What follows belongs to an exercise in optimizing a design on an open flow for small area and a short achievable clock period; a production flow would make more cautious choices.
RTL that was checked went through simulation tests only; none was proved equivalent to the original.
Power figures rest on the tool's default switching activity, not on a simulated workload.

// risc6_core
module risc6_core (
    input clk,
    input rst,
    input [31:0] instr,
    output reg [31:0] pc,
    output reg [31:0] R0, R1, R2, R3,
    output [31:0] R4, R5, R6, R7,
    output reg halt
);
For scale: ~1500 cells after synthesis, ~320 I/O pins, roughly 13000 sq um of cells after synthesis.
clock: 6.0 ns
lec_check: 0
abc_area: 0
cap_margin: 20
core_margin: 2
core_utilization: 55
cts_buf_list: sky130_fd_sc_hd__clkbuf_8
setup_slack_margin: 3.2
slew_margin: 20
synth_hierarchical: 1
standard.sh (not shown) runs the stock make flow with config.mk's settings and CLKGATE_MAP_FILE= SYNTH_SCRIPT=/design/flow/synth_recipe.tcl, a recipe that flattens the netlist after the stock synthesis.
==> flow/flow/run.sh <==
#!/bin/bash
# Standard layout, with plain buffers (not delay cells) on the ports.
set -e
cp standard.sh standard_sh_copy.log
export BUFFER_PORTS_ARGS="-buffer_cell sky130_fd_sc_hd__buf_1"
bash standard.sh > standard.log 2>&1
Then changed:
==> flow/flow/run.sh (replaced) <==
#!/bin/bash
# Standard layout, with plain buffers (not delay cells) on the ports, and
# a clock tree with larger sink clusters and no dummy loads.
set -e
export BUFFER_PORTS_ARGS="-buffer_cell sky130_fd_sc_hd__buf_1"
export CTS_ARGS="-sink_clustering_enable -repair_clock_nets -dont_use_dummy_load -sink_clustering_size 30 -sink_clustering_max_diameter 120"
bash standard.sh > standard.log 2>&1
Settings changed: CORE_UTILIZATION 55 to 65, CTS_BUF_LIST sky130_fd_sc_hd__clkbuf_8 to unset, PLACE_DENSITY set to 0.72.
- setup slack improves by 0.012 ns
- cell area shrinks by a few percent
- synthesized cell count is unchanged
Then changed:
Settings changed: CORE_UTILIZATION 65 to 55, PLACE_DENSITY 0.72 to unset.
- The new run went through all stages and came out clean
- power decreases by 0.76%
- hold slack barely changes
- routed wire length went up by 0.90%
- register-to-register slack got worse by 0.02 ns
- clock power is about the same
- critical path depth decreases by 2
- cell count rises by 0.85%
Then changed:
==> flow/flow/run.sh (replaced) <==
#!/bin/bash
# Standard layout, with plain buffers (not delay cells) on the ports.
set -e
cp standard.sh standard_sh_copy.log
export BUFFER_PORTS_ARGS="-buffer_cell sky130_fd_sc_hd__buf_1"
bash standard.sh > standard.log 2>&1
Settings changed: SETUP_SLACK_MARGIN 3.2 to 3.0.
After rerunning:
- The new run went through all stages and came out clean
- global-route usage came out higher by 0.60 points
- cell area rises by 1.0%
- wire length is higher by 1.0%
- utilization rises by 0.62 points
- count of clock-buffer cells in the layout climbs by 27
- fmax came out lower by 0.62%
- first-iteration DRC count increases by 7.2%
- setup slack gets worse by 0.018 ns
- die area is unchanged
- worst hold slack stays flat
Then changed:
Settings changed: SETUP_SLACK_MARGIN 3.0 to 3.5.
Critical path depth is higher by 1; first-iteration DRC count grows by a little under a tenth; total power grows by about a fifth; clock-buffer cell count came out lower by 6; final cell count grows by a few percent.

========
== v48 ==
Another version of the RTL of risc6_core (not shown whole).
Size: roughly 1500 cells after synthesis, roughly 320 I/O pins, ~13000 µm² of cells after synthesis.
clock: 6.0 ns
lec_check: 0
abc_area: 0
cap_margin: 20
core_margin: 2
core_utilization: 65
place_density: 0.72
setup_slack_margin: 3.2
slew_margin: 20
synth_hierarchical: 1
==> flow/flow/run.sh <==
#!/bin/bash
# Standard layout, with plain buffers (not delay cells) on the ports, and
# a clock tree with larger sink clusters and no dummy loads.
set -e
export BUFFER_PORTS_ARGS="-buffer_cell sky130_fd_sc_hd__buf_1"
export CTS_ARGS="-sink_clustering_enable -repair_clock_nets -dont_use_dummy_load -sink_clustering_size 30 -sink_clustering_max_diameter 120"
bash standard.sh > standard.log 2>&1
Modified inputs, v31 compared to v48
- a change of SETUP_SLACK_MARGIN from 3.2 to 3.35
- a deleted PLACE_DENSITY that had been 0.72
- a change of CORE_UTILIZATION from 65 to 55
--- outcome ---
v31 vs. v48: number of DRC markers in iteration 0 has decreased; clock-pin slew on the worst setup and hold paths comparable; core utilization now sits lower. Higher post-synthesis to final-layout area growth among v31 and v48: v31. From v48 to v31 the numbers moved as follows: global-route usage down 5.7 points, die boundary height up 12 µm, placer's final routability congestion estimate down 0.025.
## Diff of input files: v33 against v31
- changing SETUP_SLACK_MARGIN from 3.35 to 3.2
-- flow/flow/run.sh --
<<< v31, line 6
export CTS_ARGS="-sink_clustering_enable -repair_clock_nets -dont_use_dummy_load -sink_clustering_size 30 -sink_clustering_max_diameter 120"
>>> v33, line 6
export CTS_ARGS="-sink_clustering_enable -repair_clock_nets -dont_use_dummy_load -sink_clustering_size 24 -sink_clustering_max_diameter 100"
==> results.txt <==
- v31 → v33: synthesized cell count stayed essentially flat, routed metal-1 wire length comparable, wire length went down, count of pins over their slew limit held.
- Compared with v31, v33 ends up with a smaller final cell area.
- Looking at v33 and v31, the largest clock skew in the final design is a wash.

========
== run 1 ==
risc6_core, a different RTL version from the one above (not shown whole).
Size: roughly 1600 cells after synthesis, about 320 I/O pins, roughly 14000 um2 of cells after synthesis.
export LEC_CHECK = 0
export ABC_AREA = 0
export CAP_MARGIN = 20
export CORE_MARGIN = 2
export CORE_UTILIZATION = 40
export SETUP_SLACK_MARGIN = 3
export SLEW_MARGIN = 20
create_clock -name core_clock -period 6.0 [get_ports {clk}]
run.sh (not shown) runs the stock make flow with config.mk's settings and CLKGATE_MAP_FILE= SYNTH_SCRIPT=/design/flow/synth_recipe.tcl, a recipe that flattens the netlist after the stock synthesis.
Stock flow here: none of the scripts above is used.
Run 1 has completed all stages; timing, DRC and antenna checks passed.
### run 1 -> run 2
Settings: ABC_AREA now 1, was 0.
## What came out
- Run 2 ends up with higher die width than run 1 does.
- The wire length on met3 in run 2 was higher than what run 1 gave.
- Per the comparison of run 2 with run 1, first-pass GRT wire length now sits higher; via count rose 1532.
- The lower path depth of the worst reg2reg path came out of run 2.
- On total non-filler cell area in the finished layout: between run 1 and run 2, it ends up higher for run 1.
- Summary of run 2 over run 1: setup slack went up by 0.38 ns; part of the power in registers went up by 1.6 points; cell count along the critical path went down by 1; number of non-clock inverters went up by 194.
No functional check of the RTL was part of any run of this note.

what the ideal ports hide:
The results above use ideal ports. As a check the final layouts listed here were re-extracted and re-timed, cells and wires unchanged. Step 1 assumes that a clkbuf_16 drives the clock port and a buf_2 every other input. Step 2 times the ports against the registers' clock, not the clock port: input delays grow and output delays shrink by t, the midpoint of the rising clock arrivals with the driver on. a / b / c = no drivers / after step 1 / after step 2; a / b = the first two.
run	shift t [ns]	setup slack, ns	worst slew at a driven data input, ns
the first run of note 1	0.572	3.207 / 3.207 / 3.207	0.05
the second run of note 1	0.506	3.219 / 3.219 / 3.219	0.04
the third run of note 1	0.517	3.196 / 3.196 / 3.196	0.05
the fourth run of note 1	0.573	3.178 / 3.178 / 3.178	0.05
the fifth run of note 1	0.584	3.271 / 3.271 / 3.271	0.05
v48	0.480	3.203 / 3.203 / 3.197	0.05
v31	0.478	3.317 / 3.317 / 3.284	0.04
v33	0.475	3.319 / 3.319 / 3.230	0.04
run 1	0.517	2.201 / 2.201 / 2.201	0.05
run 2	0.512	2.581 / 2.581 / 2.581	0.06
After both steps every run listed still meets setup and hold. For v33, which loses most, drivers alone change the setup slack by 0.000 ns; drivers and shift together by -0.089 ns.
